Source: an optimization exercise on an open RTL-to-GDS flow (aim: small area). Production flows keep margins and buffers that such runs may drop. In this exercise RTL edits were held to simulation tests only and were not proved equivalent to the original. Power and IR drop assume default switching activity.

==> inputs of job 1687 <==
## Top_Module
module Top_Module (
    input wire clk,
    input wire rst,
    input wire key_clk,
    input wire key_data,
    input wire flag_player,
    output wire [11:0]disp_rgb,
    output wire hsync,
    output wire vsync
);
export LEC_CHECK = 0
export ABC_AREA = 1
export CAP_MARGIN = 20
export CORE_MARGIN = 2
export CORE_UTILIZATION = 40
export CTS_BUF_LIST = sky130_fd_sc_hd__clkbuf_4
export SLEW_MARGIN = 20
create_clock -name core_clock -period 25.0 [get_ports {clk}]
standard.sh (not shown) runs the stock make flow with config.mk's settings and CLKGATE_MAP_FILE= SYNTH_SCRIPT=/design/flow/synth_recipe.tcl, a recipe that flattens the netlist after the stock synthesis.
==> flow/flow/run.sh <==
#!/bin/bash
# Layout flow: the standard synthesis, its combinational logic re-mapped for
# area by ABC (flip-flops untouched; several random seeds, the smallest
# result kept), then the standard layout steps with a smaller clock tree.
set -euo pipefail
W=$(pwd)
R=$W/orfs/results/$FLOW_PLATFORM/Top_Module/base
LIB=$FLOW_HOME/platforms/$FLOW_PLATFORM/lib/sky130_fd_sc_hd__tt_025C_1v80.lib

bash standard.sh synth > $W/std_synth.log 2>&1
cp $R/1_2_yosys.v $W/std_1_2_yosys.v

best=""
best_area=""
for seed in 1 3 5 7; do
  sed -e "s#@IN@#$W/std_1_2_yosys.v#" -e "s#@OUT@#$W/reopt_$seed.v#" \
      -e "s#@LIB@#$LIB#g" -e "s#@TOP@#$FLOW_TOP#" -e "s#@SEED@#$seed#" \
      $W/flow/reopt.ys > $W/reopt_$seed.ys
  yosys -s $W/reopt_$seed.ys > $W/reopt_$seed.log 2>&1 &
done
wait
for seed in 1 3 5 7; do
  a=$(grep "Chip area" $W/reopt_$seed.log | tail -1 | awk '{print $NF}')
  if [ -n "$a" ] && { [ -z "$best_area" ] || awk "BEGIN{exit !($a < $best_area)}"; }; then
    best=$seed
    best_area=$a
  fi
done
echo "kept seed $best, area $best_area" > $W/reopt_choice.log
cp $W/reopt_$best.v $R/1_2_yosys.v
touch $R/1_2_yosys.v

# clock tree: clusters of at most 10 flip-flops on clkbuf_4, no dummy loads;
# ports buffered with the smallest buffer
export CTS_ARGS="-sink_clustering_enable -repair_clock_nets -buf_list sky130_fd_sc_hd__clkbuf_4 -sink_clustering_size 10 -sink_clustering_max_diameter 40 -dont_use_dummy_load"
export BUFFER_PORTS_ARGS="-buffer_cell sky130_fd_sc_hd__buf_1"
bash standard.sh finish > $W/std_layout.log 2>&1
==> flow/flow/reopt.ys <==
# Re-map the combinational logic of the standard synthesis for area.
# The flip-flops of the standard synthesis are kept as they are (same
# instances, names and cell types); only the gates between them change.
read_liberty -ignore_miss_func @LIB@
blackbox sky130_fd_sc_hd__df* sky130_fd_sc_hd__edf* sky130_fd_sc_hd__sdf* sky130_fd_sc_hd__dl* sky130_fd_sc_hd__sedf* sky130_fd_sc_hd__lpflow_inputisolatch_1
read_verilog @IN@
hierarchy -top @TOP@
flatten
delete t:$scopeinfo
opt_clean
opt -full
abc -liberty @LIB@ -dont_use *lpflow* -dont_use *probe* -script "+strash;&get -n;&deepsyn -T 90 -S @SEED@;&put;dch -f;amap;topo"
opt_clean -purge
setundef -zero
hilomap -singleton -hicell sky130_fd_sc_hd__conb_1 HI -locell sky130_fd_sc_hd__conb_1 LO
splitnets
opt_clean -purge
stat -liberty @LIB@
write_verilog -noattr -nohex -nodec @OUT@
==> job 8447 (differences from job 1687) <==
--- a/flow/design.v
+++ b/flow/design.v
@@ -3,45 +3,37 @@
 	input					clk_in,
 	input					rst_n_in,
 	input					key_clk,
 	input					key_data,
 	output	reg		[2:0]   key_ctrl
 );
-reg key_clk_r0, key_clk_r1;
-reg key_data_r0, key_data_r1;
+reg key_clk_r0;
+reg key_data_r0;
 always @(posedge clk_in or negedge rst_n_in) begin
-	if (!rst_n_in) begin
-		key_clk_r0 <= 1'b1;
-		key_clk_r1 <= 1'b1;
-	end else begin
-		key_clk_r0 <= key_clk;
-		key_clk_r1 <= key_clk_r0;
-	end
+	if (!rst_n_in) key_clk_r0 <= 1'b1;
+	else key_clk_r0 <= key_clk;
 end
-always @(posedge clk_in) begin
-	key_data_r0 <= key_data;
-	key_data_r1 <= key_data_r0;
-end
-wire key_clk_neg = key_clk_r1 & ~key_clk_r0;
+always @(posedge clk_in) key_data_r0 <= key_data;
+wire key_clk_neg = key_clk_r0 & ~key_clk;
 reg [3:0] cnt;
 always @(posedge clk_in or negedge rst_n_in) begin
 	if (!rst_n_in) cnt <= 4'd0;
-	else if (cnt == 4'd11) cnt <= 4'd0;
-	else if (key_clk_neg) cnt <= cnt + 4'd1;
+	else if (cnt == 4'd12) cnt <= key_clk_neg ? 4'd1 : 4'd0;
+	else if (cnt == 4'd11 || key_clk_neg) cnt <= cnt + 4'd1;
 end
 reg [7:0] temp_data;
 always @(posedge clk_in) begin
 	if (key_clk_neg && cnt >= 4'd1 && cnt <= 4'd8)
-		temp_data <= {key_data_r1, temp_data[7:1]};
+		temp_data <= {key_data_r0, temp_data[7:1]};
 end
 reg key_break;
 always @(posedge clk_in or negedge rst_n_in) begin
 	if (!rst_n_in) begin
 		key_break <= 1'b0;
 		key_ctrl <= 3'd0;
-	end else if (cnt == 4'd11) begin
+	end else if (cnt == 4'd12) begin
 		if (temp_data == 8'hf0) key_break <= 1'b1;
 		else if (!key_break) begin
 			case (temp_data)
 				8'h1d: key_ctrl <= 3'd1;
 				8'h1b: key_ctrl <= 3'd2;
 				8'h1c: key_ctrl <= 3'd3;
@@ -138,17 +130,14 @@
     end else rv <= rv + 6'd1;
   end
 end
 reg [99:0] ring_r, ring_g;
 reg [3:0]  ph_x, ph_y;
 reg        clearing, pend, pc, pocc;
-always @(posedge clk, posedge rst) begin
-  if (rst) begin
-    ph_x <= 4'd6;
-    ph_y <= 4'd2;
-  end else if (ph_x == 4'd15) begin
+always @(posedge clk) begin
+  if (ph_x == 4'd15) begin
     ph_x <= 4'd6;
     ph_y <= (ph_y == 4'd11) ? 4'd2 : ph_y + 4'd1;
   end else ph_x <= ph_x + 4'd1;
 end
 wire at_cur = (ph_x == cur_x) && (ph_y == cur_y);    
 wire r0 = ring_r[0];
@@ -160,22 +149,23 @@
 wire is_move = (ctrl != 3'd0) && (ctrl != 3'd5);
 wire place   = tick && ctrl == 3'd5 && !pocc;
 always @(posedge clk, posedge rst) begin
   if (rst) begin
     clearing <= 1'b1;
     pend <= 1'b0;
-    pocc <= 1'b1;
   end else begin
     clearing <= clearing & ~cnt[7];
     if (place) pend <= 1'b1;
     else if (at_cur) pend <= 1'b0;
-    if (tick && is_move) pocc <= 1'b1;
-    else if (at_cur) pocc <= (r0 ^ g0) | pend;
   end
 end
 always @(posedge clk) begin
+  if (tick && is_move) pocc <= 1'b1;
+  else if (at_cur) pocc <= (r0 ^ g0) | pend;
+end
+always @(posedge clk) begin
   if (place) pc <= flag_player;
 end
 wire ar_a = (ring_r[0] & ring_r[1] & ring_r[2] & ring_r[3] & ring_r[4]),     ag_a = (ring_g[0] & ring_g[1] & ring_g[2] & ring_g[3] & ring_g[4]);
 wire nr_a = ~(ring_r[0] | ring_r[1] | ring_r[2] | ring_r[3] | ring_r[4]),     ng_a = ~(ring_g[0] | ring_g[1] | ring_g[2] | ring_g[3] | ring_g[4]);
 wire ar_b = (ring_r[0] & ring_r[10] & ring_r[20] & ring_r[30] & ring_r[40]), ag_b = (ring_g[0] & ring_g[10] & ring_g[20] & ring_g[30] & ring_g[40]);
 wire nr_b = ~(ring_r[0] | ring_r[10] | ring_r[20] | ring_r[30] | ring_r[40]), ng_b = ~(ring_g[0] | ring_g[10] | ring_g[20] | ring_g[30] | ring_g[40]);
--- a/flow/flow/run.sh
+++ b/flow/flow/run.sh
@@ -27,11 +27,20 @@
   fi
 done
 echo "kept seed $best, area $best_area" > $W/reopt_choice.log
 cp $W/reopt_$best.v $R/1_2_yosys.v
 touch $R/1_2_yosys.v
 
-# clock tree: clusters of at most 10 flip-flops on clkbuf_4, no dummy loads;
-# ports buffered with the smallest buffer
-export CTS_ARGS="-sink_clustering_enable -repair_clock_nets -buf_list sky130_fd_sc_hd__clkbuf_4 -sink_clustering_size 10 -sink_clustering_max_diameter 40 -dont_use_dummy_load"
 export BUFFER_PORTS_ARGS="-buffer_cell sky130_fd_sc_hd__buf_1"
-bash standard.sh finish > $W/std_layout.log 2>&1
+bash standard.sh place > $W/std_place.log 2>&1
+n=0
+for cfg in "12 60" "11 60" "11 50" "10 50" "10 40" "8 30" "6 20"; do
+  set -- $cfg
+  n=$((n + 1))
+  export CTS_ARGS="-sink_clustering_enable -repair_clock_nets -buf_list sky130_fd_sc_hd__clkbuf_4 -sink_clustering_size $1 -sink_clustering_max_diameter $2 -dont_use_dummy_load"
+  rm -f $R/4_* $R/5_* $R/6_* $W/out/final.def
+  bash standard.sh finish > $W/std_layout_$n.log 2>&1
+  LIBF=$LIB RDIR=$R openroad -no_init -exit $W/flow/clkslew.tcl > $W/clkslew_$n.log 2>&1
+  slew=$(grep CLKSLEW $W/clkslew_$n.log | awk '{print $2}')
+  echo "try $n: cluster $1, diameter $2: clock-pin slew $slew ps" >> $W/cts_tries.log
+  if awk "BEGIN{exit !($slew <= 118)}"; then break; fi
+done
==> flow/flow/clkslew.tcl (new file) <==
read_liberty $::env(LIBF)
read_db $::env(RDIR)/6_final.odb
read_sdc $::env(RDIR)/6_final.sdc
read_spef $::env(RDIR)/6_final.spef
set_propagated_clock [all_clocks]
set mx 0
foreach pin [all_registers -clock_pins -edge_triggered] {
  foreach edge {rise fall} {
    foreach analysis {min max} {
      set s [get_property $pin slew_${analysis}_$edge]
      set ps [expr {[sta::time_ui_sta $s] * 1e12}]
      if {$ps > $mx} {set mx $ps}
    }
  }
}
puts "CLKSLEW $mx"
==> job 1221 (differences from job 1687) <==
--- a/flow/design.v
+++ b/flow/design.v
@@ -196,51 +196,56 @@
 wire pr_a = ar_a & ng_a, pg_a = ag_a & nr_a;
 wire pr_b = ar_b & ng_b, pg_b = ag_b & nr_b;
 wire pr_c = ar_c & ng_c, pg_c = ag_c & nr_c;
 wire pr_d = ar_d & ng_d, pg_d = ag_d & nr_d;
 wire w_red = (ga & (ar_a | pg_a)) | (gb & (ar_b | pg_b)) | (gc & (ar_c | pg_c)) | (gd & (ar_d | pg_d));
 wire w_grn = (ga & (pr_a | ag_a)) | (gb & (pr_b | ag_b)) | (gc & (pr_c | ag_c)) | (gd & (pr_d | ag_d));
+wire w_non = (ga & (pr_a | pg_a)) | (gb & (pr_b | pg_b)) | (gc & (pr_c | pg_c)) | (gd & (pr_d | pg_d));
 wire mark = r0 & g0;
-wire c_wr = (pend & ~pc) ? w_grn : w_red;
-wire c_wg = (pend & pc)  ? w_red : w_grn;
-wire c_r  = (pend & mark) ? pc  : r0;
-wire c_g  = (pend & mark) ? ~pc : g0;
-reg n_wr, n_wg, n_r, n_g;
-reg u_wr, u_wg, u_r, u_g;
-wire s_wr = cap ? c_wr : n_wr;
-wire s_wg = cap ? c_wg : n_wg;
-wire s_r  = cap ? c_r  : n_r;
-wire s_g  = cap ? c_g  : n_g;
+wire c_w  = pend ? (pc ? w_red : w_grn) : w_non;
+wire c_r  = (r0 & ~g0) | (pend & mark & pc);
+wire c_g  = (g0 & ~r0) | (pend & mark & ~pc);
+reg n_w, n_wr, n_wg, n_r, n_g, n_p;
+reg u_w, u_wr, u_wg, u_r, u_g, u_p;
+wire s_w  = cap ? c_w   : n_w;
+wire s_wr = cap ? w_red : n_wr;
+wire s_wg = cap ? w_grn : n_wg;
+wire s_r  = cap ? c_r   : n_r;
+wire s_g  = cap ? c_g   : n_g;
+wire s_p  = cap ? mark  : n_p;
+wire t_w  = seg_end ? n_w  : u_w;
 wire t_wr = seg_end ? n_wr : u_wr;
 wire t_wg = seg_end ? n_wg : u_wg;
 wire t_r  = seg_end ? n_r  : u_r;
 wire t_g  = seg_end ? n_g  : u_g;
+wire t_p  = seg_end ? n_p  : u_p;
 always @(posedge clk) begin
+  n_wr <= s_wr;
+  n_wg <= s_wg;
+  n_p  <= s_p;
+  u_wr <= t_wr;
+  u_wg <= t_wg;
+  u_p  <= t_p;
   if (place) begin
-    n_wr <= flag_player ? s_wr : s_wg;
-    n_wg <= flag_player ? s_wr : s_wg;
-    n_r  <= (s_r & s_g) ? flag_player  : s_r;
-    n_g  <= (s_r & s_g) ? ~flag_player : s_g;
-    u_wr <= flag_player ? t_wr : t_wg;
-    u_wg <= flag_player ? t_wr : t_wg;
-    u_r  <= (t_r & t_g) ? flag_player  : t_r;
-    u_g  <= (t_r & t_g) ? ~flag_player : t_g;
+    n_w <= flag_player ? s_wr : s_wg;
+    n_r <= s_r | (s_p & flag_player);
+    n_g <= s_g | (s_p & ~flag_player);
+    u_w <= flag_player ? t_wr : t_wg;
+    u_r <= t_r | (t_p & flag_player);
+    u_g <= t_g | (t_p & ~flag_player);
   end else begin
-    n_wr <= s_wr;
-    n_wg <= s_wg;
-    n_r  <= s_r;
-    n_g  <= s_g;
-    u_wr <= t_wr;
-    u_wg <= t_wg;
-    u_r  <= t_r;
-    u_g  <= t_g;
+    n_w <= s_w;
+    n_r <= s_r;
+    n_g <= s_g;
+    u_w <= t_w;
+    u_r <= t_r;
+    u_g <= t_g;
   end
 end
 wire normal  = (q >= 5'd6) && (q <= 5'd15) && (qv >= 4'd2) && (qv <= 4'd11);
 wire weirdok = (q >= 5'd16) && (qv >= 4'd2) && (qv <= 4'd7);
-wire u_w     = u_wr & u_wg & ~(u_r & u_g);
 wire wscan   = (normal | weirdok) & u_w;
 reg flag_over;
 wire fo_new = flag_over | wscan;
 wire [5:0] adx = (r  >= 6'd20) ? r  - 6'd20 : 6'd20 - r;
 wire [5:0] ady = (rv >= 6'd20) ? rv - 6'd20 : 6'd20 - rv;
 reg  [4:0] lim;
@@ -272,18 +277,18 @@
 end
 wire incirc = (adx <= {1'b0, lim});
 wire [4:0] cur_x1 = {1'b0, cur_x} + 5'd1;
 wire cursor = (qv == cur_y && q == {1'b0, cur_x} && incirc)
             | (qv == cur_y && q == cur_x1 && r == 6'd0 && rv == 6'd20)
             | (qv == cur_y + 4'd1 && q == {1'b0, cur_x} && r == 6'd20 && rv == 6'd0);
-wire stone = normal & incirc & (u_r ^ u_g);
+wire stone = normal & incirc & (u_r | u_g);
 wire line_v = ~hge(q, r, 221) | hge(q, r, 660) | (r == 6'd20 && q >= 5'd6 && q <= 5'd15);
 wire line_h = ~vge(qv, rv, 61) | vge(qv, rv, 500) | (rv == 6'd20 && qv >= 4'd2 && qv <= 4'd11);
 wire white  = ~line_v & ~line_h & ~cursor;
-wire b_r = white & (~stone | ~u_g);
-wire b_g = white & (~stone | ~u_r);
+wire b_r = white & (~stone | u_r);
+wire b_g = white & (~stone | u_g);
 wire go = (((hge(q, r, 260) && !hge(q, r, (280) + 1)) || (hge(q, r, 320) && !hge(q, r, (340) + 1)) || (hge(q, r, 380) && !hge(q, r, (400) + 1)) || (hge(q, r, 440) && !hge(q, r, (460) + 1))
             || (hge(q, r, 500) && !hge(q, r, (520) + 1)) || (hge(q, r, 580) && !hge(q, r, (600) + 1))) && (vge(qv, rv, 210) && !vge(qv, rv, (370) + 1)))
        || ((hge(q, r, 280) && !hge(q, r, (400) + 1)) && (vge(qv, rv, 350) && !vge(qv, rv, (370) + 1)))
        || ((hge(q, r, 520) && !hge(q, r, (580) + 1)) && (vge(qv, rv, 210) && !vge(qv, rv, (230) + 1)));
 reg s1_r, s1_g, d_r, d_g;
 always @(posedge clk, posedge rst) begin
==> flow/flow/run.sh (replaced) <==
#!/bin/bash
# Layout flow: the standard synthesis, its combinational logic re-mapped for
# area by ABC (flip-flops untouched), then the standard layout steps.
set -euo pipefail
W=$(pwd)
R=$W/orfs/results/$FLOW_PLATFORM/Top_Module/base
LIB=$FLOW_HOME/platforms/$FLOW_PLATFORM/lib/sky130_fd_sc_hd__tt_025C_1v80.lib

bash standard.sh synth > $W/std_synth.log 2>&1
cp $R/1_2_yosys.v $W/std_1_2_yosys.v
sed -e "s#@IN@#$W/std_1_2_yosys.v#" -e "s#@OUT@#$W/reopt_1_2_yosys.v#" \
    -e "s#@LIB@#$LIB#g" -e "s#@TOP@#$FLOW_TOP#" $W/flow/reopt.ys > $W/reopt_run.ys
yosys -s $W/reopt_run.ys > $W/reopt.log 2>&1
cp $W/reopt_1_2_yosys.v $R/1_2_yosys.v
touch $R/1_2_yosys.v
# clock tree: clusters of at most 10 flip-flops on sky130 clkbuf_4, no dummy
# loads; ports buffered with the smallest buffer
export CTS_ARGS="-sink_clustering_enable -repair_clock_nets -buf_list sky130_fd_sc_hd__clkbuf_4 -sink_clustering_size 10 -sink_clustering_max_diameter 40 -dont_use_dummy_load"
export BUFFER_PORTS_ARGS="-buffer_cell sky130_fd_sc_hd__buf_1"
bash standard.sh finish > $W/std_layout.log 2>&1
--- a/flow/flow/reopt.ys
+++ b/flow/flow/reopt.ys
@@ -6,13 +6,13 @@
 read_verilog @IN@
 hierarchy -top @TOP@
 flatten
 delete t:$scopeinfo
 opt_clean
 opt -full
-abc -liberty @LIB@ -dont_use *lpflow* -dont_use *probe* -script "+strash;&get -n;&deepsyn -T 90 -S @SEED@;&put;dch -f;amap;topo"
+abc -liberty @LIB@ -dont_use *lpflow* -dont_use *probe* -script "+strash;&get -n;&deepsyn -T 120;&put;dch;map -a;topo"
 opt_clean -purge
 setundef -zero
 hilomap -singleton -hicell sky130_fd_sc_hd__conb_1 HI -locell sky130_fd_sc_hd__conb_1 LO
 splitnets
 opt_clean -purge
 stat -liberty @LIB@
==> qor summary <==
|  | job 8447 | job 1687 | job 1221 |
|---|---|---|---|
| Result of the run | finished clean | finished clean | finished clean |
| Hold_ws | 0.3160 ns | 0.2826 ns | 0.2748 ns |
| Number of core rows | 54 | 54 | 55 |
| Number of global-route vias before repair | 5,405 | 5,631 | 5,791 |
| Post-route total power | 694.8 uW | 688.8 uW | 701.1 uW |
| Non-clock buffers, area share | 0.8728% | 0.7850% | 0.8363% |
| Clock buffers created by TritonCTS | 38 | 39 | 40 |
| Final GP Congestion | 0.8606 | 0.9233 | 0.8920 |
| # nets final | 863 | 874 | 958 |
| Share of layout cells above drive strength 1 | 5.958% | 6.574% | 6.730% |
| Sequential power share | 67.7% | 68.3% | 68.1% |
| Largest fanout on the critical path | 6 | 8 | 8 |
| Combined area of all synthesized cells | 8741 sq um | 8840 sq um | 9133 sq um |
| CP Data Arrival Time | 2.99 ns | 3.07 ns | 2.92 ns |
| Number of non-filler instances in the completed layout | 1,137 | 1,147 | 1,237 |
| FF-to-FF path depth | 12 | 12 | 13 |
| Net switching power | 152.1 uW | 146.6 uW | 150.7 uW |

## afterwards: timing with drivers on the ports
No port has a modelled driver above. Below, the same layouts with a new extraction and two added sets of constraints. Step 1 assumes that a clkbuf_16 drives the clock port and a buf_2 every other input. Step 2 moves the port delays by t, midway between the first and last clock arrival at a register: inputs arrive t later, outputs are due t later. That takes back most of the time a late clock gives input paths. a / b / c = ideal ports / drivers / drivers and shift; a / b = the first two.
| run | t (ns) | slack for setup (ns) | worst hold slack (ns) | clock arrival spread, ns | worst slew at a driven data input, ns |
|---|---|---|---|---|---|
| job 1687 | 0.633 | 16.929 / 16.890 / 17.523 | 0.283 / 0.283 / 0.283 | 0.099 / 0.099 | 0.03 |
| job 8447 | 0.635 | 17.007 / 16.966 / 17.601 | 0.316 / 0.316 / 0.316 | 0.058 / 0.058 | 0.03 |
| job 1221 | 0.646 | 17.083 / 17.044 / 17.690 | 0.275 / 0.275 / 0.275 | 0.088 / 0.088 | 0.03 |
After both steps setup and hold are still met in every run listed.
